This design comes from an exercise in tuning for small area, a short achievable clock period and few clock cycles on the open sky130 flow, not from production work.
No functional check of the RTL was part of any run shown here.

## flow/design.v (module list and top-level ports; edited modules follow where they fit)
// module fa1: 4 lines
// module ha1: 4 lines
// module fft8_top: 564 lines
module fft8_top #(
parameter N= 8,
parameter WIDTH= 12,
parameter FRACTION = 8
)(
input  wire clk,
input  wire rst,
input  wire start,
input  wire load,
input  wire [$clog2(N)-1:0] load_addr,
input  wire signed [WIDTH-1:0] data_in_re,
input  wire signed [WIDTH-1:0] data_in_im,
input  wire [$clog2(N)-1:0] out_addr,
output reg  done,
output reg  signed [WIDTH-1:0] data_out_re,
output reg  signed [WIDTH-1:0] data_out_im
);
  // ...
==> flow/flow/run.sh <==
#!/bin/bash
# Standard layout (the standard.sh: standard synthesis, floorplan, place,
# CTS, route, finish), with the timing repair asked to leave 7.5 ns of setup
# slack at the design's clock period.  The constraints are unchanged.
set -euo pipefail
bash standard.sh SETUP_SLACK_MARGIN=7.5 finish > standard_flow.log 2>&1
==> flow/standard.sh <==
#!/bin/bash
# synth_recipe.tcl (not shown) runs the flow's synth.tcl, then flattens the netlist and writes it again
# the make line also repeats each setting of config.mk as NAME=value (left out here)
make -C /OpenROAD-flow-scripts/flow DESIGN_CONFIG=/design/flow/config.mk WORK_HOME=/design/flow/orfs CLKGATE_MAP_FILE= SYNTH_SCRIPT=/design/flow/synth_recipe.tcl "${@:-finish}"
==> flow/config.mk <==
export PLATFORM = sky130hd
export DESIGN_NAME = fft8_top
export DESIGN_NICKNAME = fft8_top
export VERILOG_FILES = /design/flow/design.v
export SDC_FILE = /design/flow/constraint.sdc
export NUM_CORES = 4
export LEC_CHECK = 0
export CAP_MARGIN = 20
export CORE_MARGIN = 2
export CORE_UTILIZATION = 40
export SLEW_MARGIN = 20
export SYNTH_HIERARCHICAL = 1
export SYNTH_MINIMUM_KEEP_SIZE = 0
==> flow/constraint.sdc <==
create_clock -name core_clock -period 15.0 [get_ports {clk}]
set_input_delay 3.0000 -clock core_clock [delete_from_list [all_inputs] [get_ports {clk}]]
set_output_delay 3.0000 -clock core_clock [all_outputs]
set_load 0.01 [all_outputs]
==> results.sh, run 1 <==
export IMPL_n_sequential_cell=211
export IMPL_synth_top_cell_by_area="fa_1"
export IMPL_pin_count=59
export IMPL_critPathRequiredTime_ps=12000
export IMPL_critical_path_slowest_cell="mux2_2"
export IMPL_timing_rr_start="acc[11][0]"
export IMPL_max_stage_delay_ps=350
export IMPL_largest_reg_flops=192
export IMPL_layout_cells_non_filler=2915
export IMPL_pre_cts_slack_ps=6320
export IMPL_worst_slew_pin_slew_ps=1110
export IMPL_ant_nets=0
export IMPL_outcome="no timing/DRC/antenna violations"
export IMPL_grt_max_degree=102
export IMPL_regMostFlops="acc"
export IMPL_dp_cells=2801
export IMPL_multi_input_gates=1745
export IMPL_n_all_buffers=145
export IMPL_wl_per_cell_um=22.5
export IMPL_cts_setup_buffers=37
export IMPL_drive_gt1_share_pct=18.9
export IMPL_synth_common_cells="fa_1 (342), and2_1 (228), dfxtp_1 (208), nor2_1 (171), nand2_1 (116)"
export IMPL_reg2reg_to="acc[10][10]"
export IMPL_cp_endpoint="data_out_re[3]"
export IMPL_min_from="ph1"
export IMPL_reg_top3="acc: 192 flops, pend: 16 flops"
export IMPL_use_met3_pct=3.42
export IMPL_grt_pass1_vias=17100
==> inputs of run 2 (changes only) <==
--- a/flow/design.v
+++ b/flow/design.v
@@ -404,47 +404,44 @@
 wire CSa_s241, CSa_c241; fa1 F241 (.a(ur[10]), .b(Sh0[10]), .c(Sh1[10]), .s(CSa_s241), .co(CSa_c241));
 wire CSb_s242, CSb_c242; fa1 F242 (.a(ur[10]), .b(Sn0[10]), .c(Sn1[10]), .s(CSb_s242), .co(CSb_c242));
 wire CSa_s243, CSa_c243; fa1 F243 (.a(ur[11]), .b(Sh0[11]), .c(Sh1[11]), .s(CSa_s243), .co(CSa_c243));
 wire CSb_s244, CSb_c244; fa1 F244 (.a(ur[11]), .b(Sn0[11]), .c(Sn1[11]), .s(CSb_s244), .co(CSb_c244));
 wire [11:0] Sas = {CSa_s243, CSa_s241, CSa_s239, CSa_s237, CSa_s235, CSa_s233, CSa_s231, CSa_s229, CSa_s227, CSa_s225, CSa_s223, CSa_s221};
 wire [11:0] Sac = {CSa_c241, CSa_c239, CSa_c237, CSa_c235, CSa_c233, CSa_c231, CSa_c229, CSa_c227, CSa_c225, CSa_c223, CSa_c221, adjS};
 wire [11:0] Sbs = {CSb_s244, CSb_s242, CSb_s240, CSb_s238, CSb_s236, CSb_s234, CSb_s232, CSb_s230, CSb_s228, CSb_s226, CSb_s224, CSb_s222};
 wire [11:0] Sbc = {CSb_c242, CSb_c240, CSb_c238, CSb_c236, CSb_c234, CSb_c232, CSb_c230, CSb_c228, CSb_c226, CSb_c224, CSb_c222, ~adjS};
-wire ISa_s245, ISa_c245; fa1 F245 (.a(Sas[0]), .b(Sac[0]), .c(Sc8), .s(ISa_s245), .co(ISa_c245));
-wire ISa_s246, ISa_c246; fa1 F246 (.a(Sas[1]), .b(Sac[1]), .c(ISa_c245), .s(ISa_s246), .co(ISa_c246));
-wire ISa_s247, ISa_c247; fa1 F247 (.a(Sas[2]), .b(Sac[2]), .c(ISa_c246), .s(ISa_s247), .co(ISa_c247));
-wire ISa_s248, ISa_c248; fa1 F248 (.a(Sas[3]), .b(Sac[3]), .c(ISa_c247), .s(ISa_s248), .co(ISa_c248));
-wire ISa_s249, ISa_c249; fa1 F249 (.a(Sas[4]), .b(Sac[4]), .c(ISa_c248), .s(ISa_s249), .co(ISa_c249));
-wire ISa_s250, ISa_c250; fa1 F250 (.a(Sas[5]), .b(Sac[5]), .c(ISa_c249), .s(ISa_s250), .co(ISa_c250));
-wire ISa_hs4, ISa_hc4; ha1 H4 (.a(Sas[6]), .b(Sac[6]), .s(ISa_hs4), .co(ISa_hc4));
-wire ISa_s251, ISa_c251; fa1 F251 (.a(Sas[7]), .b(Sac[7]), .c(ISa_hc4), .s(ISa_s251), .co(ISa_c251));
-wire ISa_s252, ISa_c252; fa1 F252 (.a(Sas[8]), .b(Sac[8]), .c(ISa_c251), .s(ISa_s252), .co(ISa_c252));
-wire ISa_s253, ISa_c253; fa1 F253 (.a(Sas[9]), .b(Sac[9]), .c(ISa_c252), .s(ISa_s253), .co(ISa_c253));
-wire ISa_s254, ISa_c254; fa1 F254 (.a(Sas[10]), .b(Sac[10]), .c(ISa_c253), .s(ISa_s254), .co(ISa_c254));
-wire ISa_s255, ISa_c255; fa1 F255 (.a(Sas[11]), .b(Sac[11]), .c(ISa_c254), .s(ISa_s255), .co(ISa_c255));
-wire [5:0] ISa_h = {ISa_s255, ISa_s254, ISa_s253, ISa_s252, ISa_s251, ISa_hs4};
-wire [5:0] ISa_k = {ISa_c250 & (&ISa_h[4:0]), ISa_c250 & (&ISa_h[3:0]), ISa_c250 & (&ISa_h[2:0]), ISa_c250 & (&ISa_h[1:0]), ISa_c250 & ISa_h[0], ISa_c250};
-wire [11:0] tar = {ISa_h ^ ISa_k, ISa_s250, ISa_s249, ISa_s248, ISa_s247, ISa_s246, ISa_s245};
-wire Sc8n = ~Sc8;
-wire ISb_s256, ISb_c256; fa1 F256 (.a(Sbs[0]), .b(Sbc[0]), .c(Sc8n), .s(ISb_s256), .co(ISb_c256));
-wire ISb_s257, ISb_c257; fa1 F257 (.a(Sbs[1]), .b(Sbc[1]), .c(ISb_c256), .s(ISb_s257), .co(ISb_c257));
-wire ISb_s258, ISb_c258; fa1 F258 (.a(Sbs[2]), .b(Sbc[2]), .c(ISb_c257), .s(ISb_s258), .co(ISb_c258));
-wire ISb_s259, ISb_c259; fa1 F259 (.a(Sbs[3]), .b(Sbc[3]), .c(ISb_c258), .s(ISb_s259), .co(ISb_c259));
-wire ISb_s260, ISb_c260; fa1 F260 (.a(Sbs[4]), .b(Sbc[4]), .c(ISb_c259), .s(ISb_s260), .co(ISb_c260));
-wire ISb_s261, ISb_c261; fa1 F261 (.a(Sbs[5]), .b(Sbc[5]), .c(ISb_c260), .s(ISb_s261), .co(ISb_c261));
-wire ISb_hs5, ISb_hc5; ha1 H5 (.a(Sbs[6]), .b(Sbc[6]), .s(ISb_hs5), .co(ISb_hc5));
-wire ISb_s262, ISb_c262; fa1 F262 (.a(Sbs[7]), .b(Sbc[7]), .c(ISb_hc5), .s(ISb_s262), .co(ISb_c262));
-wire ISb_s263, ISb_c263; fa1 F263 (.a(Sbs[8]), .b(Sbc[8]), .c(ISb_c262), .s(ISb_s263), .co(ISb_c263));
-wire ISb_s264, ISb_c264; fa1 F264 (.a(Sbs[9]), .b(Sbc[9]), .c(ISb_c263), .s(ISb_s264), .co(ISb_c264));
-wire ISb_s265, ISb_c265; fa1 F265 (.a(Sbs[10]), .b(Sbc[10]), .c(ISb_c264), .s(ISb_s265), .co(ISb_c265));
-wire ISb_s266, ISb_c266; fa1 F266 (.a(Sbs[11]), .b(Sbc[11]), .c(ISb_c265), .s(ISb_s266), .co(ISb_c266));
-wire [5:0] ISb_h = {ISb_s266, ISb_s265, ISb_s264, ISb_s263, ISb_s262, ISb_hs5};
-wire [5:0] ISb_k = {ISb_c261 & (&ISb_h[4:0]), ISb_c261 & (&ISb_h[3:0]), ISb_c261 & (&ISb_h[2:0]), ISb_c261 & (&ISb_h[1:0]), ISb_c261 & ISb_h[0], ISb_c261};
-wire [11:0] tbr = {ISb_h ^ ISb_k, ISb_s261, ISb_s260, ISb_s259, ISb_s258, ISb_s257, ISb_s256};
+wire Qtar_s245, Qtar_c245; fa1 F245 (.a(Sas[0]), .b(Sac[0]), .c(Sc8), .s(Qtar_s245), .co(Qtar_c245));
+wire Qtar_s246, Qtar_c246; fa1 F246 (.a(Sas[1]), .b(Sac[1]), .c(Qtar_c245), .s(Qtar_s246), .co(Qtar_c246));
+wire Qtar_s247, Qtar_c247; fa1 F247 (.a(Sas[2]), .b(Sac[2]), .c(Qtar_c246), .s(Qtar_s247), .co(Qtar_c247));
+wire Qtar_s248, Qtar_c248; fa1 F248 (.a(Sas[3]), .b(Sac[3]), .c(Qtar_c247), .s(Qtar_s248), .co(Qtar_c248));
+wire Qtar_s249, Qtar_c249; fa1 F249 (.a(Sas[4]), .b(Sac[4]), .c(Qtar_c248), .s(Qtar_s249), .co(Qtar_c249));
+wire Qtar_s250, Qtar_c250; fa1 F250 (.a(Sas[5]), .b(Sac[5]), .c(Qtar_c249), .s(Qtar_s250), .co(Qtar_c250));
+wire Qtar_hs4, Qtar_hc4; ha1 H4 (.a(Sas[6]), .b(Sac[6]), .s(Qtar_hs4), .co(Qtar_hc4));
+wire Qtar_s251, Qtar_c251; fa1 F251 (.a(Sas[7]), .b(Sac[7]), .c(Qtar_hc4), .s(Qtar_s251), .co(Qtar_c251));
+wire Qtar_s252, Qtar_c252; fa1 F252 (.a(Sas[8]), .b(Sac[8]), .c(Qtar_c251), .s(Qtar_s252), .co(Qtar_c252));
+wire Qtar_s253, Qtar_c253; fa1 F253 (.a(Sas[9]), .b(Sac[9]), .c(Qtar_c252), .s(Qtar_s253), .co(Qtar_c253));
+wire Qtar_s254, Qtar_c254; fa1 F254 (.a(Sas[10]), .b(Sac[10]), .c(Qtar_c253), .s(Qtar_s254), .co(Qtar_c254));
+wire Qtar_s255, Qtar_c255; fa1 F255 (.a(Sas[11]), .b(Sac[11]), .c(Qtar_c254), .s(Qtar_s255), .co(Qtar_c255));
+wire [11:0] tar = {Qtar_s255, Qtar_s254, Qtar_s253, Qtar_s252, Qtar_s251, Qtar_hs4, Qtar_s250, Qtar_s249, Qtar_s248, Qtar_s247, Qtar_s246, Qtar_s245};
+wire tar_p = Qtar_c250;
+wire Qtbr_s256, Qtbr_c256; fa1 F256 (.a(Sbs[0]), .b(Sbc[0]), .c(!Sc8), .s(Qtbr_s256), .co(Qtbr_c256));
+wire Qtbr_s257, Qtbr_c257; fa1 F257 (.a(Sbs[1]), .b(Sbc[1]), .c(Qtbr_c256), .s(Qtbr_s257), .co(Qtbr_c257));
+wire Qtbr_s258, Qtbr_c258; fa1 F258 (.a(Sbs[2]), .b(Sbc[2]), .c(Qtbr_c257), .s(Qtbr_s258), .co(Qtbr_c258));
+wire Qtbr_s259, Qtbr_c259; fa1 F259 (.a(Sbs[3]), .b(Sbc[3]), .c(Qtbr_c258), .s(Qtbr_s259), .co(Qtbr_c259));
+wire Qtbr_s260, Qtbr_c260; fa1 F260 (.a(Sbs[4]), .b(Sbc[4]), .c(Qtbr_c259), .s(Qtbr_s260), .co(Qtbr_c260));
+wire Qtbr_s261, Qtbr_c261; fa1 F261 (.a(Sbs[5]), .b(Sbc[5]), .c(Qtbr_c260), .s(Qtbr_s261), .co(Qtbr_c261));
+wire Qtbr_hs5, Qtbr_hc5; ha1 H5 (.a(Sbs[6]), .b(Sbc[6]), .s(Qtbr_hs5), .co(Qtbr_hc5));
+wire Qtbr_s262, Qtbr_c262; fa1 F262 (.a(Sbs[7]), .b(Sbc[7]), .c(Qtbr_hc5), .s(Qtbr_s262), .co(Qtbr_c262));
+wire Qtbr_s263, Qtbr_c263; fa1 F263 (.a(Sbs[8]), .b(Sbc[8]), .c(Qtbr_c262), .s(Qtbr_s263), .co(Qtbr_c263));
+wire Qtbr_s264, Qtbr_c264; fa1 F264 (.a(Sbs[9]), .b(Sbc[9]), .c(Qtbr_c263), .s(Qtbr_s264), .co(Qtbr_c264));
+wire Qtbr_s265, Qtbr_c265; fa1 F265 (.a(Sbs[10]), .b(Sbc[10]), .c(Qtbr_c264), .s(Qtbr_s265), .co(Qtbr_c265));
+wire Qtbr_s266, Qtbr_c266; fa1 F266 (.a(Sbs[11]), .b(Sbc[11]), .c(Qtbr_c265), .s(Qtbr_s266), .co(Qtbr_c266));
+wire [11:0] tbr = {Qtbr_s266, Qtbr_s265, Qtbr_s264, Qtbr_s263, Qtbr_s262, Qtbr_hs5, Qtbr_s261, Qtbr_s260, Qtbr_s259, Qtbr_s258, Qtbr_s257, Qtbr_s256};
+wire tbr_p = Qtbr_c261;
 wire TD_hs6, TD_hc6; ha1 H6 (.a(D[7]), .b(D[5]), .s(TD_hs6), .co(TD_hc6));
 wire TD_s267, TD_c267; fa1 F267 (.a(D[8]), .b(D[6]), .c(D[4]), .s(TD_s267), .co(TD_c267));
 wire TD_s268, TD_c268; fa1 F268 (.a(D[9]), .b(D[7]), .c(D[5]), .s(TD_s268), .co(TD_c268));
 wire TD_s269, TD_c269; fa1 F269 (.a(D[10]), .b(D[8]), .c(D[6]), .s(TD_s269), .co(TD_c269));
 wire TD_s270, TD_c270; fa1 F270 (.a(D[11]), .b(D[9]), .c(D[7]), .s(TD_s270), .co(TD_c270));
 wire TD_s271, TD_c271; fa1 F271 (.a(D[12]), .b(D[10]), .c(D[8]), .s(TD_s271), .co(TD_c271));
 wire TD_s272, TD_c272; fa1 F272 (.a(D[11]), .b(D[9]), .c(D[8]), .s(TD_s272), .co(TD_c272));
 wire TD_hs7, TD_hc7; ha1 H7 (.a(D[5]), .b(D[3]), .s(TD_hs7), .co(TD_hc7));
@@ -500,73 +497,75 @@
 wire CDa_s315, CDa_c315; fa1 F315 (.a(ui[10]), .b(Dh0[10]), .c(Dh1[10]), .s(CDa_s315), .co(CDa_c315));
 wire CDb_s316, CDb_c316; fa1 F316 (.a(ui[10]), .b(Dn0[10]), .c(Dn1[10]), .s(CDb_s316), .co(CDb_c316));
 wire CDa_s317, CDa_c317; fa1 F317 (.a(ui[11]), .b(Dh0[11]), .c(Dh1[11]), .s(CDa_s317), .co(CDa_c317));
 wire CDb_s318, CDb_c318; fa1 F318 (.a(ui[11]), .b(Dn0[11]), .c(Dn1[11]), .s(CDb_s318), .co(CDb_c318));
 wire [11:0] Das = {CDa_s317, CDa_s315, CDa_s313, CDa_s311, CDa_s309, CDa_s307, CDa_s305, CDa_s303, CDa_s301, CDa_s299, CDa_s297, CDa_s295};
 wire [11:0] Dac = {CDa_c315, CDa_c313, CDa_c311, CDa_c309, CDa_c307, CDa_c305, CDa_c303, CDa_c301, CDa_c299, CDa_c297, CDa_c295, adjD};
 wire [11:0] Dbs = {CDb_s318, CDb_s316, CDb_s314, CDb_s312, CDb_s310, CDb_s308, CDb_s306, CDb_s304, CDb_s302, CDb_s300, CDb_s298, CDb_s296};
 wire [11:0] Dbc = {CDb_c316, CDb_c314, CDb_c312, CDb_c310, CDb_c308, CDb_c306, CDb_c304, CDb_c302, CDb_c300, CDb_c298, CDb_c296, ~adjD};
-wire IDa_s319, IDa_c319; fa1 F319 (.a(Das[0]), .b(Dac[0]), .c(Dc8), .s(IDa_s319), .co(IDa_c319));
-wire IDa_s320, IDa_c320; fa1 F320 (.a(Das[1]), .b(Dac[1]), .c(IDa_c319), .s(IDa_s320), .co(IDa_c320));
-wire IDa_s321, IDa_c321; fa1 F321 (.a(Das[2]), .b(Dac[2]), .c(IDa_c320), .s(IDa_s321), .co(IDa_c321));
-wire IDa_s322, IDa_c322; fa1 F322 (.a(Das[3]), .b(Dac[3]), .c(IDa_c321), .s(IDa_s322), .co(IDa_c322));
-wire IDa_s323, IDa_c323; fa1 F323 (.a(Das[4]), .b(Dac[4]), .c(IDa_c322), .s(IDa_s323), .co(IDa_c323));
-wire IDa_s324, IDa_c324; fa1 F324 (.a(Das[5]), .b(Dac[5]), .c(IDa_c323), .s(IDa_s324), .co(IDa_c324));
-wire IDa_hs9, IDa_hc9; ha1 H9 (.a(Das[6]), .b(Dac[6]), .s(IDa_hs9), .co(IDa_hc9));
-wire IDa_s325, IDa_c325; fa1 F325 (.a(Das[7]), .b(Dac[7]), .c(IDa_hc9), .s(IDa_s325), .co(IDa_c325));
-wire IDa_s326, IDa_c326; fa1 F326 (.a(Das[8]), .b(Dac[8]), .c(IDa_c325), .s(IDa_s326), .co(IDa_c326));
-wire IDa_s327, IDa_c327; fa1 F327 (.a(Das[9]), .b(Dac[9]), .c(IDa_c326), .s(IDa_s327), .co(IDa_c327));
-wire IDa_s328, IDa_c328; fa1 F328 (.a(Das[10]), .b(Dac[10]), .c(IDa_c327), .s(IDa_s328), .co(IDa_c328));
-wire IDa_s329, IDa_c329; fa1 F329 (.a(Das[11]), .b(Dac[11]), .c(IDa_c328), .s(IDa_s329), .co(IDa_c329));
-wire [5:0] IDa_h = {IDa_s329, IDa_s328, IDa_s327, IDa_s326, IDa_s325, IDa_hs9};
-wire [5:0] IDa_k = {IDa_c324 & (&IDa_h[4:0]), IDa_c324 & (&IDa_h[3:0]), IDa_c324 & (&IDa_h[2:0]), IDa_c324 & (&IDa_h[1:0]), IDa_c324 & IDa_h[0], IDa_c324};
-wire [11:0] tai = {IDa_h ^ IDa_k, IDa_s324, IDa_s323, IDa_s322, IDa_s321, IDa_s320, IDa_s319};
-wire Dc8n = ~Dc8;
-wire IDb_s330, IDb_c330; fa1 F330 (.a(Dbs[0]), .b(Dbc[0]), .c(Dc8n), .s(IDb_s330), .co(IDb_c330));
-wire IDb_s331, IDb_c331; fa1 F331 (.a(Dbs[1]), .b(Dbc[1]), .c(IDb_c330), .s(IDb_s331), .co(IDb_c331));
-wire IDb_s332, IDb_c332; fa1 F332 (.a(Dbs[2]), .b(Dbc[2]), .c(IDb_c331), .s(IDb_s332), .co(IDb_c332));
-wire IDb_s333, IDb_c333; fa1 F333 (.a(Dbs[3]), .b(Dbc[3]), .c(IDb_c332), .s(IDb_s333), .co(IDb_c333));
-wire IDb_s334, IDb_c334; fa1 F334 (.a(Dbs[4]), .b(Dbc[4]), .c(IDb_c333), .s(IDb_s334), .co(IDb_c334));
-wire IDb_s335, IDb_c335; fa1 F335 (.a(Dbs[5]), .b(Dbc[5]), .c(IDb_c334), .s(IDb_s335), .co(IDb_c335));
-wire IDb_hs10, IDb_hc10; ha1 H10 (.a(Dbs[6]), .b(Dbc[6]), .s(IDb_hs10), .co(IDb_hc10));
-wire IDb_s336, IDb_c336; fa1 F336 (.a(Dbs[7]), .b(Dbc[7]), .c(IDb_hc10), .s(IDb_s336), .co(IDb_c336));
-wire IDb_s337, IDb_c337; fa1 F337 (.a(Dbs[8]), .b(Dbc[8]), .c(IDb_c336), .s(IDb_s337), .co(IDb_c337));
-wire IDb_s338, IDb_c338; fa1 F338 (.a(Dbs[9]), .b(Dbc[9]), .c(IDb_c337), .s(IDb_s338), .co(IDb_c338));
-wire IDb_s339, IDb_c339; fa1 F339 (.a(Dbs[10]), .b(Dbc[10]), .c(IDb_c338), .s(IDb_s339), .co(IDb_c339));
-wire IDb_s340, IDb_c340; fa1 F340 (.a(Dbs[11]), .b(Dbc[11]), .c(IDb_c339), .s(IDb_s340), .co(IDb_c340));
-wire [5:0] IDb_h = {IDb_s340, IDb_s339, IDb_s338, IDb_s337, IDb_s336, IDb_hs10};
-wire [5:0] IDb_k = {IDb_c335 & (&IDb_h[4:0]), IDb_c335 & (&IDb_h[3:0]), IDb_c335 & (&IDb_h[2:0]), IDb_c335 & (&IDb_h[1:0]), IDb_c335 & IDb_h[0], IDb_c335};
-wire [11:0] tbi = {IDb_h ^ IDb_k, IDb_s335, IDb_s334, IDb_s333, IDb_s332, IDb_s331, IDb_s330};
+wire Qtai_s319, Qtai_c319; fa1 F319 (.a(Das[0]), .b(Dac[0]), .c(Dc8), .s(Qtai_s319), .co(Qtai_c319));
+wire Qtai_s320, Qtai_c320; fa1 F320 (.a(Das[1]), .b(Dac[1]), .c(Qtai_c319), .s(Qtai_s320), .co(Qtai_c320));
+wire Qtai_s321, Qtai_c321; fa1 F321 (.a(Das[2]), .b(Dac[2]), .c(Qtai_c320), .s(Qtai_s321), .co(Qtai_c321));
+wire Qtai_s322, Qtai_c322; fa1 F322 (.a(Das[3]), .b(Dac[3]), .c(Qtai_c321), .s(Qtai_s322), .co(Qtai_c322));
+wire Qtai_s323, Qtai_c323; fa1 F323 (.a(Das[4]), .b(Dac[4]), .c(Qtai_c322), .s(Qtai_s323), .co(Qtai_c323));
+wire Qtai_s324, Qtai_c324; fa1 F324 (.a(Das[5]), .b(Dac[5]), .c(Qtai_c323), .s(Qtai_s324), .co(Qtai_c324));
+wire Qtai_hs9, Qtai_hc9; ha1 H9 (.a(Das[6]), .b(Dac[6]), .s(Qtai_hs9), .co(Qtai_hc9));
+wire Qtai_s325, Qtai_c325; fa1 F325 (.a(Das[7]), .b(Dac[7]), .c(Qtai_hc9), .s(Qtai_s325), .co(Qtai_c325));
+wire Qtai_s326, Qtai_c326; fa1 F326 (.a(Das[8]), .b(Dac[8]), .c(Qtai_c325), .s(Qtai_s326), .co(Qtai_c326));
+wire Qtai_s327, Qtai_c327; fa1 F327 (.a(Das[9]), .b(Dac[9]), .c(Qtai_c326), .s(Qtai_s327), .co(Qtai_c327));
+wire Qtai_s328, Qtai_c328; fa1 F328 (.a(Das[10]), .b(Dac[10]), .c(Qtai_c327), .s(Qtai_s328), .co(Qtai_c328));
+wire Qtai_s329, Qtai_c329; fa1 F329 (.a(Das[11]), .b(Dac[11]), .c(Qtai_c328), .s(Qtai_s329), .co(Qtai_c329));
+wire [11:0] tai = {Qtai_s329, Qtai_s328, Qtai_s327, Qtai_s326, Qtai_s325, Qtai_hs9, Qtai_s324, Qtai_s323, Qtai_s322, Qtai_s321, Qtai_s320, Qtai_s319};
+wire tai_p = Qtai_c324;
+wire Qtbi_s330, Qtbi_c330; fa1 F330 (.a(Dbs[0]), .b(Dbc[0]), .c(!Dc8), .s(Qtbi_s330), .co(Qtbi_c330));
+wire Qtbi_s331, Qtbi_c331; fa1 F331 (.a(Dbs[1]), .b(Dbc[1]), .c(Qtbi_c330), .s(Qtbi_s331), .co(Qtbi_c331));
+wire Qtbi_s332, Qtbi_c332; fa1 F332 (.a(Dbs[2]), .b(Dbc[2]), .c(Qtbi_c331), .s(Qtbi_s332), .co(Qtbi_c332));
+wire Qtbi_s333, Qtbi_c333; fa1 F333 (.a(Dbs[3]), .b(Dbc[3]), .c(Qtbi_c332), .s(Qtbi_s333), .co(Qtbi_c333));
+wire Qtbi_s334, Qtbi_c334; fa1 F334 (.a(Dbs[4]), .b(Dbc[4]), .c(Qtbi_c333), .s(Qtbi_s334), .co(Qtbi_c334));
+wire Qtbi_s335, Qtbi_c335; fa1 F335 (.a(Dbs[5]), .b(Dbc[5]), .c(Qtbi_c334), .s(Qtbi_s335), .co(Qtbi_c335));
+wire Qtbi_hs10, Qtbi_hc10; ha1 H10 (.a(Dbs[6]), .b(Dbc[6]), .s(Qtbi_hs10), .co(Qtbi_hc10));
+wire Qtbi_s336, Qtbi_c336; fa1 F336 (.a(Dbs[7]), .b(Dbc[7]), .c(Qtbi_hc10), .s(Qtbi_s336), .co(Qtbi_c336));
+wire Qtbi_s337, Qtbi_c337; fa1 F337 (.a(Dbs[8]), .b(Dbc[8]), .c(Qtbi_c336), .s(Qtbi_s337), .co(Qtbi_c337));
+wire Qtbi_s338, Qtbi_c338; fa1 F338 (.a(Dbs[9]), .b(Dbc[9]), .c(Qtbi_c337), .s(Qtbi_s338), .co(Qtbi_c338));
+wire Qtbi_s339, Qtbi_c339; fa1 F339 (.a(Dbs[10]), .b(Dbc[10]), .c(Qtbi_c338), .s(Qtbi_s339), .co(Qtbi_c339));
+wire Qtbi_s340, Qtbi_c340; fa1 F340 (.a(Dbs[11]), .b(Dbc[11]), .c(Qtbi_c339), .s(Qtbi_s340), .co(Qtbi_c340));
+wire [11:0] tbi = {Qtbi_s340, Qtbi_s339, Qtbi_s338, Qtbi_s337, Qtbi_s336, Qtbi_hs10, Qtbi_s335, Qtbi_s334, Qtbi_s333, Qtbi_s332, Qtbi_s331, Qtbi_s330};
+wire tbi_p = Qtbi_c335;
 always @(posedge clk) begin
-    pend <= npend;
+    pend[11:0] <= npend[11:0];
     acc[0] <= nxt[0]; acc[1] <= nxt[1]; acc[2] <= nxt[2]; acc[3] <= nxt[3];
     acc[4] <= nxt[4]; acc[5] <= nxt[5]; acc[6] <= nxt[6]; acc[7] <= nxt[7];
-    if (start) begin
-        acc[12] <= tar;     acc[13] <= tai;
-        acc[14] <= tbr;     acc[15] <= tbi;
+    if (start | ph1) begin
         acc[8]  <= nxt[13]; acc[9]  <= nxt[12];
         acc[10] <= nxt[15]; acc[11] <= nxt[14];
-    end else if (ph1) begin
-        acc[8]  <= tbi;     acc[9]  <= tbr;
-        acc[10] <= tai;     acc[11] <= tar;
-        acc[12] <= nxt[12]; acc[13] <= nxt[13];
-        acc[14] <= nxt[14]; acc[15] <= nxt[15];
+        acc[12] <= tai;     acc[13] <= tar;
+        acc[14] <= tbi;     acc[15] <= tbr;
+        pend[12] <= tai_p;  pend[13] <= tar_p;
+        pend[14] <= tbi_p;  pend[15] <= tbr_p;
     end else begin
         acc[8]  <= nxt[8];  acc[9]  <= nxt[9];
         acc[10] <= nxt[10]; acc[11] <= nxt[11];
         acc[12] <= nxt[12]; acc[13] <= nxt[13];
         acc[14] <= nxt[14]; acc[15] <= nxt[15];
+        pend[15:12] <= npend[15:12];
     end
 end
+wire [11:0] rw [12:15];
+genvar gk;
+generate for (gk = 12; gk < 16; gk = gk + 1) begin : rs
+    wire [5:0] c = {pend[gk] & (&acc[gk][10:6]), pend[gk] & (&acc[gk][9:6]), pend[gk] & (&acc[gk][8:6]),
+                    pend[gk] & (&acc[gk][7:6]), pend[gk] & acc[gk][6], pend[gk]};
+    assign rw[gk] = {acc[gk][11:6] ^ c, acc[gk][5:0]};
+end endgenerate
 always @(*) begin
     case (out_addr)
         3'd0: begin data_out_re = acc[0];  data_out_im = acc[1];  end
-        3'd1: begin data_out_re = acc[12]; data_out_im = acc[13]; end
+        3'd1: begin data_out_re = acc[8];  data_out_im = acc[9];  end
         3'd2: begin data_out_re = acc[2];  data_out_im = acc[3];  end
-        3'd3: begin data_out_re = acc[8];  data_out_im = acc[9];  end
+        3'd3: begin data_out_re = rw[14];  data_out_im = rw[15];  end
         3'd4: begin data_out_re = acc[4];  data_out_im = acc[5];  end
-        3'd5: begin data_out_re = acc[14]; data_out_im = acc[15]; end
+        3'd5: begin data_out_re = acc[10]; data_out_im = acc[11]; end
         3'd6: begin data_out_re = acc[6];  data_out_im = acc[7];  end
-        default: begin data_out_re = acc[10]; data_out_im = acc[11]; end
+        default: begin data_out_re = rw[12];  data_out_im = rw[13];  end
     endcase
 end
 endmodule
==> flow/flow/run.sh (replaced) <==
#!/bin/bash
# Standard layout (the standard.sh: standard synthesis, floorplan, place,
# CTS, route, finish), with the timing repair asked to leave 7.75 ns of setup
# slack at the design's clock period.  The constraints are unchanged.
set -euo pipefail
bash standard.sh SETUP_SLACK_MARGIN=7.75 finish > standard_flow.log 2>&1
==> flow/config.mk (replaced) <==
export PLATFORM = sky130hd
export DESIGN_NAME = fft8_top
export DESIGN_NICKNAME = fft8_top
export VERILOG_FILES = /design/flow/design.v
export SDC_FILE = /design/flow/constraint.sdc
export NUM_CORES = 4
export LEC_CHECK = 0
export ABC_AREA = 1
export CAP_MARGIN = 20
export CORE_MARGIN = 2
export CORE_UTILIZATION = 40
export SLEW_MARGIN = 20
export SYNTH_HIERARCHICAL = 1
export SYNTH_MINIMUM_KEEP_SIZE = 0
==> results.sh, run 2 <==
export IMPL_pre_cts_slack_ps=6110
export IMPL_startpoint_type="primary input"
export IMPL_setup_viol=0
export IMPL_synth_async_sr_flop_share_pct=1.42
export IMPL_antennaDiodeCount=0
export IMPL_drt_iter0_markers=1432
export IMPL_synth_cell_type_count=41
export IMPL_critical_path_slowest_cell="buf_2"
export IMPL_vias=15000
export IMPL_grt_pass1_vias=16100
export IMPL_layout_common_cells="fa_1 (339), inv_1 (323), nor2_1 (263)"
export IMPL_min_path_type="flop to flop"
export IMPL_reg_top3="acc: 192 flops, pend: 16 flops"
export IMPL_place_gp_congestion=0.936
export IMPL_fmax_mhz=135
export IMPL_ant_nets=0
export IMPL_max_stage_delay_ps=210
export IMPL_drt_wl_total_um=59300
export IMPL_io_buffers=58
export IMPL_synth_warning_count=8
export IMPL_clock_sinks=211
export IMPL_post_synth_inst_count=2137
export IMPL_finalWorstSetupSlack_ps=7610
export IMPL_finalCritPeriodShare_pct=49.2
export IMPL_cts_inserted_buffers=25
export IMPL_clk_pin_slew_worst_paths_ps=60
export IMPL_drive_gt1_share_pct=16.2
export IMPL_synth_ff_latch_count=211
export IMPL_hpwl_um=44300
export IMPL_clk_latency_ps=570
export IMPL_synth_seq_area_share_pct=21.4
export IMPL_die_w_um=226
export IMPL_path_cells="buf_16 -> clkinvlp_4 -> buf_6 -> nand3_4 -> buf_6 -> o22ai_2 -> nor2_1 -> o211ai_1 -> buf_2"
export IMPL_synth_top_cell_by_area="fa_1"
export IMPL_chipHeight_um=226
export IMPL_hold_path_end="fresh"
export IMPL_critPathRequiredTime_ps=12000
export IMPL_fp_dieArea_um2=51300
export IMPL_syn_area_per_cell_um2=9.26
export IMPL_hold_viol=0
export IMPL_maxSlewHeadroom_pct=30.8
export IMPL_fin_crit_ps=7390
export IMPL_rrSetupSlack_ps=7990
export IMPL_rsz0062_at_grt="yes"
export IMPL_critPathCaptureType="primary output"
export IMPL_holdPathStages=2
export IMPL_crit_top_cell="buf_6"
export IMPL_worst_slew_pin_slew_ps=1040
export IMPL_rows=81
export IMPL_skew_ps=22.8
export IMPL_grt_pass1_wl_um=90800
export IMPL_drt_pass1_iterations=6
export IMPL_antenna_found_initial=0
export IMPL_synth_common_cells="fa_1 (342), inv_1 (335), nor2_1 (271), nand2_1 (242), dfxtp_1 (208)"
export IMPL_core_area_um2=48800
export IMPL_grt_max_degree=93
export IMPL_worst_ep_arrival_time_ps=4390
export IMPL_outcome="no timing/DRC/antenna violations"
export IMPL_synth_edf_count=0
export IMPL_start_util_pct=40.5
export IMPL_reg2reg_to="acc[14][5]"
export IMPL_grtUsageTotal_pct=23.5
export IMPL_final_nets=2664
export IMPL_r2r_cells=21
export IMPL_cts_max_level=1
export IMPL_critical_path_class="primary input to primary output"
export IMPL_vias_per_cell=5.14
export IMPL_pin_count=59
export IMPL_synth_ff_type="dfxtp_1"
export IMPL_worst_path_max_fanout=5
export IMPL_tns_ps=0
export IMPL_min_from="fresh"
export IMPL_regMostFlops="acc"
export IMPL_overflow=0
export IMPL_maxCapViolCount=0
export IMPL_layout_commonest_cell="fa_1"
export IMPL_cts_tree="built"
export IMPL_synth_top_cell_area_share_pct=34.6
export IMPL_cts_buffer_depth=3
export IMPL_synth_most_common_cell="fa_1"
export IMPL_maxSlewViolCount=0
export IMPL_synthTopCellsByArea="fa_1 (35%), dfxtp_1 (21%), xor2_1 (6.5%), inv_1 (6.4%), mux2_2 (5.2%)"
export IMPL_clockRootBuffer="clkbuf_16"
export IMPL_wl_per_cell_um=20.3
export IMPL_drc=0
export IMPL_largest_reg_flops=192
export IMPL_timing_rr_start="pend[10]"
export IMPL_area_growth_synth_to_final_pct=17.0
export IMPL_synth_area_um2=19800
## run 2: cell types whose count changed in the layout (fill, tap and decap cells not counted), sizes merged, moves of 57 or more
cell	delta
inv	+272
and2	-230
nand2	+131
nor2	+101
nand2b	-77
xnor2	-59
a22oi	-57
## run 2: modules after synthesis, one instance, submodules excluded
module | times used | cell area [um^2] | cells
fft8_top | 1 | 12900 | 1787
ha1 | 10 | 12.5 | 1
fa1 | 340 | 20.0 | 1
## run 2: timing repair
| action | 4_1_cts | 5_1_grt |
|---|---|---|
| buffers inserted | 34 | 32 |
| resized for setup | 188 | 98 |
| cloned | 9 | 2 |
| hold buffers | 0 | 0 |
| endpoints found under the setup margin | 58 | 58 |
| pin swaps | 22 | 29 |
## run 2: how the worst max path moves through the flow
stage	start	to	slack [ps]	cells after the start
3_3_place_gp	out_addr[1]	data_out_im[11]	6200	8
5_1_grt	out_addr[0]	data_out_re[11]	7620	10
6_report	out_addr[0]	data_out_im[4]	7610	9
4_1_cts	out_addr[2]	data_out_im[5]	7700	5
3_5_place_dp	out_addr[1]	data_out_im[11]	6110	8
2_1_floorplan	out_addr[0]	data_out_im[1]	8160	6
## run 2: layout make-up
cell class                 instances  area, um^2
inverter                         344        1350
timing repair inverter             1        8.76
multi-input combinational       1514       14600
timing repair buffer             139        1350
tap                              664         831
sequential                       211        4250
fill                            4589       25700
clock inverter                     8        93.8
clock buffer                      36         737
## run 2: metrics by stage
stage	instances	utilization [%]	area, um^2	hold slack, ps
floorplan	2145	-	19800	426
global placement	2796	42.8	20900	451
detailed placement	2796	42.8	20900	454
CTS	2883	46.1	22500	463
global route	2917	47.4	23200	494
finish	2917	47.4	23200	475
## run 2: per-layer routing
| metal | GRT usage, % | vias to the layer above | wire, um |
|---|---|---|---|
| li1 | - | 6783 | - |
| met1 | 29.9 | 7443 | 24100 |
| met2 | 39.7 | 584 | 28400 |
| met3 | 4.03 | 188 | 3900 |
| met4 | 9.34 | 0 | 2890 |
| met5 | 0 | - | 0 |
## run 2: critical path, delay by kind of cell
kind,cells,cell delay [ps]
compound gates,2,350
buf+inv,5,780
simple gates,2,250
## run 2: cells by family (layout without fill, tap and decap cells)
group | count (synthesis) | after routing | share of synthesized area (%)
and+or+nand+nor | 604 | 614 | 12.2
adders and majority gates | 394 | 394 | 37.9
buffers and inverters | 430 | 528 | 8.76
xor gates and xnor gates | 174 | 174 | 7.70
AOI/OAI and AO/OA | 230 | 230 | 6.77
muxes | 92 | 92 | 5.23
other | 2 | 10 | 0.0379
DFF | 211 | 211 | 21.4
==> inputs of run 3 (changes only) <==
--- a/flow/config.mk
+++ b/flow/config.mk
@@ -8,7 +8,7 @@
 export ABC_AREA = 1
 export CAP_MARGIN = 20
 export CORE_MARGIN = 2
-export CORE_UTILIZATION = 40
+export CORE_UTILIZATION = 35
 export SLEW_MARGIN = 20
 export SYNTH_HIERARCHICAL = 1
 export SYNTH_MINIMUM_KEEP_SIZE = 0
==> results.sh, run 3 <==
export IMPL_fp_dieArea_um2=58500
export IMPL_hpwl_um=44000
export IMPL_synth_ff_type="dfxtp_1"
export IMPL_grtUsageTotal_pct=20.4
export IMPL_drive_gt1_share_pct=15.5
export IMPL_drt_pass1_iterations=7
export IMPL_synth_ff_latch_count=211
export IMPL_holdWs_ps=474
export IMPL_cts_max_level=1
export IMPL_cts_tree="built"
export IMPL_grt_pass1_wl_um=92000
export IMPL_fill_cells=5466
export IMPL_rsz0062_at_grt="yes"
export IMPL_io_buffers=58
export IMPL_layout_common_cells="fa_1 (335), inv_1 (326), nor2_1 (268)"
export IMPL_startpoint="out_addr[1]"
export IMPL_grt_max_degree=67
export IMPL_post_route_util_pct=41.5
export IMPL_ant_nets=0
export IMPL_cts_buffer_depth=3
export IMPL_synth_most_common_cell="fa_1"
export IMPL_cts_inserted_buffers=24
export IMPL_rrSetupSlack_ps=7940
export IMPL_final_nets=2655
export IMPL_synth_seq_area_share_pct=21.4
export IMPL_overflow=0
export IMPL_start_util_pct=35.2
export IMPL_chipHeight_um=242
export IMPL_die_w_um=242
export IMPL_synthTopCellsByArea="fa_1 (35%), dfxtp_1 (21%), xor2_1 (6.5%), inv_1 (6.4%), mux2_2 (5.2%)"
export IMPL_area_growth_synth_to_final_pct=17.6
export IMPL_clockRootBuffer="clkbuf_16"
export IMPL_maxSlewHeadroom_pct=39.8
export IMPL_startpoint_type="primary input"
export IMPL_synth_top_cell_area_share_pct=34.6
export IMPL_synth_common_cells="fa_1 (342), inv_1 (335), nor2_1 (271), nand2_1 (242), dfxtp_1 (208)"
export IMPL_hold_viol=0
export IMPL_regMostFlops="acc"
export IMPL_reg2reg_to="acc[13][5]"
export IMPL_reg_top3="acc: 192 flops, pend: 16 flops"
export IMPL_clk_latency_ps=550
export IMPL_synth_edf_count=0
export IMPL_post_synth_inst_count=2137
export IMPL_vias_per_cell=4.99
export IMPL_fin_crit_ps=7330
export IMPL_worst_ep_arrival_time_ps=4330
export IMPL_maxCapViolCount=0
export IMPL_synth_async_sr_flop_share_pct=1.42
export IMPL_antenna_found_initial=2
export IMPL_maxSlewViolCount=0
export IMPL_drt_wl_total_um=59700
export IMPL_critPathCaptureType="primary output"
export IMPL_worst_slew_pin_slew_ps=903
export IMPL_rows=87
export IMPL_skew_ps=11.0
export IMPL_synth_top_cell_by_area="fa_1"
export IMPL_critPathRequiredTime_ps=12000
export IMPL_setup_viol=0
export IMPL_place_gp_congestion=0.894
export IMPL_critical_path_class="primary input to primary output"
export IMPL_worst_path_max_fanout=12
export IMPL_synth_warning_count=8
export IMPL_cp_endpoint="data_out_im[4]"
export IMPL_min_path_type="flop to flop"
export IMPL_drc=0
export IMPL_largest_reg_flops=192
export IMPL_core_area_um2=56200
export IMPL_tns_ps=0
export IMPL_antennaDiodeCount=0
export IMPL_timing_rr_start="acc[10][0]"
export IMPL_wl_per_cell_um=19.9
export IMPL_outcome="no timing/DRC/antenna violations"
export IMPL_grt_pass1_vias=15800
export IMPL_finalCritPeriodShare_pct=48.9
export IMPL_pin_count=59
export IMPL_fmax_mhz=136
export IMPL_syn_area_per_cell_um2=9.26
export IMPL_synth_cell_type_count=41
export IMPL_r2r_cells=16
export IMPL_synth_area_um2=19800
export IMPL_vias=15000
export IMPL_clock_sinks=211
export IMPL_layout_commonest_cell="fa_1"
export IMPL_drt_iter0_markers=1204
export IMPL_clk_pin_slew_worst_paths_ps=60
-- run 3: cell counts after synthesis --
No cell type changed its count.
-- run 3: worst max-delay path, stage by stage --
cell and delay (ps):
buf_16 130, inv_4 180, nand3_4 290, o22ai_2 220
a21oi_2 60, o211ai_1 210, buf_2 220
-- run 3: worst min-delay path by stage --
stage | startpoint | end | cells after the start
after CTS | fresh | fresh | 2
after global routing | fresh | fresh | 2
after global placement | fresh | fresh | 2
after detailed placement | fresh | fresh | 2
final | fresh | fresh | 2
after floorplan | ph1 | done | 0
-- run 3: per-module statistics from Yosys, one instance, submodules excluded --
module / flip-flops and latches / times used / cells
fft8_top: 211 / 1 / 1787
fa1: 0 / 340 / 1
ha1: 0 / 10 / 1
-- run 3: logic make-up after synthesis --
| family | count (synthesis) | synth area share, % |
|---|---|---|
| AND/OR/NAND/NOR | 604 | 12.2 |
| buffers and inverters | 430 | 8.76 |
| adder cells (fa/ha/maj) | 394 | 37.9 |
| AO/OA/AOI/OAI | 230 | 6.77 |
| flip-flops | 211 | 21.4 |
| XOR/XNOR | 174 | 7.70 |
| multiplexers | 92 | 5.23 |
| other | 2 | 0.0379 |
-- run 3: per-stage QoR --
stage	area, um^2	instances	setup WS (ps)
6_report	23300	3001	7670
5_1_grt	23300	3001	7620
4_1_cts	22900	2983	7700
3_5_place_dp	21000	2886	6060
3_3_place_gp	21000	2886	6150
2_1_floorplan	19800	2145	8160
-- run 3: metal layers --
metal / part of all wire, % / vias to the layer above / GRT usage (%)
met5: 0.022 / - / 0
met4: 3.6 / 2 / 6.43
met3: 6.7 / 118 / 2.42
met2: 48 / 493 / 34.3
met1: 42 / 7578 / 27.3
li1: - / 6776 / -
-- run 3: area by class of cell --
cell class | count | area (um^2) | share of cell area, %
Clock inverter | 8 | 65.1 | 0.279
Sequential cell | 211 | 4240 | 18.2
Multi-Input combinational cell | 1513 | 14500 | 62.2
Timing Repair inverter | 1 | 8.76 | 0.0376
Timing Repair Buffer | 132 | 1450 | 6.23
Tap cell | 756 | 946 | 4.06
Clock buffer | 36 | 727 | 3.12
Inverter | 344 | 1360 | 5.84
-- run 3: what timing repair did --
action / in CTS / in global routing
buffers inserted: 39 / 17
hold buffers: 0 / 0
pin swaps: 25 / 26
resized for setup: 206 / 80
gates cloned: 14 / 1
setup endpoints to repair: 81 / 53
==> inputs of run 4 (changes only) <==
==> flow/flow/run.sh (replaced) <==
#!/bin/bash
# Standard layout (the standard.sh: standard synthesis, floorplan, place,
# CTS, route, finish), with the timing repair asked to leave 7.6 ns of setup
# slack at the design's clock period.  The constraints are unchanged.
set -euo pipefail
bash standard.sh SETUP_SLACK_MARGIN=7.6 finish > standard_flow.log 2>&1
==> results.sh, run 4 <==
export IMPL_rrSetupSlack_ps=7840
export IMPL_fp_dieArea_um2=58500
export IMPL_use_met3_pct=2.76
export IMPL_vias=14600
export IMPL_start_util_pct=35.2
export IMPL_r2r_cells=24
export IMPL_cts_tree="built"
export IMPL_grt_pass1_vias=15500
export IMPL_area_growth_synth_to_final_pct=15.0
export IMPL_cts_inserted_buffers=24
export IMPL_finalWorstSetupSlack_ps=7380
export IMPL_maxSlewHeadroom_pct=40.8
export IMPL_drt_wl_total_um=57900
export IMPL_die_w_um=242
export IMPL_grt_use_met2_pct=33.4
export IMPL_maxSlewViolCount=0
export IMPL_critical_path_class="primary input to primary output"
export IMPL_drt_pass1_iterations=5
export IMPL_min_path_type="flop to flop"
export IMPL_drive_gt1_share_pct=12.7
export IMPL_fin_crit_ps=7620
export IMPL_layout_cells_non_filler=2978
export IMPL_maxCapViolCount=0
export IMPL_pin_count=59
export IMPL_startpoint_type="primary input"
export IMPL_min_from="fresh"
export IMPL_synth_cell_type_count=41
export IMPL_critPathRequiredTime_ps=12000
export IMPL_post_synth_inst_count=2137
export IMPL_rsz0062_at_grt="yes"
export IMPL_ctsHoldBuffers=0
export IMPL_grtUsageTotal_pct=19.6
export IMPL_syn_area_per_cell_um2=9.26
export IMPL_holdPathStages=2
export IMPL_wl_per_cell_um=19.4
export IMPL_hold_viol=0
export IMPL_layout_commonest_cell="fa_1"
export IMPL_cp_top_family="simple AND/OR/NAND/NOR gates"
export IMPL_synth_seq_area_share_pct=21.4
export IMPL_drt_iter0_markers=1102
export IMPL_clk_pin_slew_worst_paths_ps=60
export IMPL_synth_async_sr_flop_share_pct=1.42
export IMPL_hold_path_end="fresh"
export IMPL_outcome="no timing/DRC/antenna violations"
export IMPL_vias_per_cell=4.92
export IMPL_path_depth=8
export IMPL_regMostFlops="acc"
export IMPL_critPathCaptureType="primary output"
export IMPL_top_usage_layer="met2"
export IMPL_dp_cells=2886
export IMPL_hpwl_um=44000
export IMPL_pre_cts_slack_ps=6060
export IMPL_synth_ff_latch_count=211
export IMPL_clock_sinks=211
export IMPL_finalCritPeriodShare_pct=50.8
export IMPL_synthTopCellsByArea="fa_1 (35%), dfxtp_1 (21%), xor2_1 (6.5%), inv_1 (6.4%), mux2_2 (5.2%)"
export IMPL_skew_ps=10.5
export IMPL_drc=0
export IMPL_crit_top_cell="nor2_1"
export IMPL_overflow=0
export IMPL_grt_pass1_wl_um=89100
export IMPL_timing_rr_start="acc[11][0]"
export IMPL_synth_area_um2=19800
export IMPL_rows=87
export IMPL_critical_path_slowest_cell="nand3_4"
export IMPL_reg_top3="acc: 192 flops, pend: 16 flops"
export IMPL_cts_max_level=1
export IMPL_ant_nets=0
export IMPL_core_area_um2=56200
export IMPL_synth_most_common_cell="fa_1"
export IMPL_tns_ps=0
export IMPL_chipHeight_um=242
export IMPL_io_buffers=58
export IMPL_synth_common_cells="fa_1 (342), inv_1 (335), nor2_1 (271), nand2_1 (242), dfxtp_1 (208)"
export IMPL_final_nets=2632
export IMPL_worst_path_max_fanout=20
export IMPL_synth_top_cell_area_share_pct=34.6
export IMPL_crit_buf_inv=3
export IMPL_synth_top_cell_by_area="fa_1"
export IMPL_synth_ff_type="dfxtp_1"
export IMPL_layout_common_cells="fa_1 (342), inv_1 (328), nor2_1 (269)"
export IMPL_antenna_found_initial=1
export IMPL_place_gp_congestion=0.894
export IMPL_grt_max_degree=84
export IMPL_max_stage_delay_ps=310
export IMPL_holdWs_ps=474
export IMPL_worst_ep_arrival_time_ps=4620
export IMPL_antennaDiodeCount=0
export IMPL_synth_warning_count=8
export IMPL_clk_latency_ps=540
export IMPL_clockRootBuffer="clkbuf_16"
export IMPL_largest_reg_flops=192
export IMPL_reg2reg_to="acc[14][5]"
export IMPL_fmax_mhz=131
export IMPL_cts_buffer_depth=3
export IMPL_grtUsageMet1_pct=25.9
export IMPL_path_cells="buf_16 -> nand3_4 -> clkinvlp_4 -> nor2_1 -> o221ai_1 -> nor2_1 -> a21oi_1 -> dlygate4sd2_1"
export IMPL_worst_slew_pin_slew_ps=888
export IMPL_synth_edf_count=0
export IMPL_setup_viol=0
-- run 4: worst max-delay path by stage --
stage | slack (ps) | endpoint | startpoint
2_1_floorplan | 8160 | data_out_im[1] | out_addr[0]
3_3_place_gp | 6150 | data_out_im[11] | out_addr[2]
3_5_place_dp | 6060 | data_out_im[11] | out_addr[2]
4_1_cts | 7380 | data_out_im[10] | out_addr[2]
5_1_grt | 7330 | data_out_im[11] | out_addr[2]
6_report | 7380 | data_out_im[11] | out_addr[2]
-- run 4: layout make-up --
type / instances / area (um^2)
well taps: 756 / 946
fillers: 5549 / 33400
repair inverters: 1 / 8.76
clock buffers: 36 / 727
flip-flops and latches: 211 / 4240
repair buffers: 112 / 1160
clock inverters: 8 / 65.1
inverters: 344 / 1370
multi-input cells: 1510 / 14200
-- run 4: cells by family after synthesis --
group,after synthesis,synth area share [%]
XOR/XNOR,174,7.70
adder cells (fa/ha/maj),394,37.9
other,2,0.0379
buffers and inverters,430,8.76
AND/OR/NAND/NOR,604,12.2
multiplexers,92,5.23
flip-flops,211,21.4
AO/OA/AOI/OAI,230,6.77
-- run 4: worst reg2reg max path: stages (launching register included) --
cell	delay (ps)
dfxtp_1	310
inv_1	140
ha_1	180
inv_1	110
fa_1	480
nand3_1	130
nand2_1	80
nand2_1	100
nand2_1	80
nand2_1	70
nand2_1	110
xor2_1	170
buf_4	190
fa_1	580
fa_1	450
fa_1	560
inv_1	70
fa_1	470
fa_1	460
fa_1	400
fa_1	400
fa_1	400
fa_1	400
fa_1	450
mux2_2	270
-- run 4: routing by layer --
| metal | wire, um | vias up |
|---|---|---|
| met5 | 15 | - |
| met4 | 1770 | 2 |
| met3 | 3250 | 87 |
| met2 | 28000 | 441 |
| met1 | 24900 | 7387 |
| li1 | - | 6724 |
-- run 4: per-stage QoR --
step	util (%)	area, um^2
6_report	40.5	22800
5_1_grt	40.5	22800
4_1_cts	39.9	22400
3_5_place_dp	37.4	21000
3_3_place_gp	37.4	21000
2_1_floorplan	-	19800
-- run 4: timing repair --
item,in CTS,in global routing
buffers inserted,22,15
pin swaps,9,12
endpoints found under the hold margin,0,0
setup endpoints to repair,68,55
gates cloned,7,4
resized for setup,122,75
-- run 4: per-module statistics from Yosys, one instance, submodules excluded --
| module | cells inside | flip-flops and latches |
|---|---|---|
| fft8_top | 1787 | 211 |
| fa1 | 1 | 0 |
| ha1 | 1 | 0 |

[static timing again, ports no longer ideal]
The flow's constraints put no driver on any port. The routed layouts listed below were extracted and timed again, unchanged, in two steps. Step 1, drivers: a clkbuf_16 drives clk and a buf_2 each remaining input, both assumed. Step 2, shift: input delay + t, output delay - t, t = (earliest + latest rising clock arrival at the registers) / 2. This alone moves slack from input paths to output paths. Slacks: ideal / step 1 / step 2; pairs: ideal / step 1.
run | shift t [ns] | setup slack, ns | worst register clock-pin slew, ns | worst slew at a driven data input, ns
run 1 | 0.618 | 7.505 / 7.467 / 7.088 | 0.06 / 0.06 | 0.14
run 2 | 0.607 | 7.614 / 7.553 / 7.248 | 0.07 / 0.07 | 0.09
run 3 | 0.589 | 7.670 / 7.610 / 7.257 | 0.07 / 0.07 | 0.08
run 4 | 0.580 | 7.380 / 7.300 / 7.158 | 0.07 / 0.07 | 0.08
After both steps setup and hold are still met in every run listed. For run 1, which loses most, drivers alone change the setup slack by -0.038 ns; drivers and shift together by -0.417 ns.
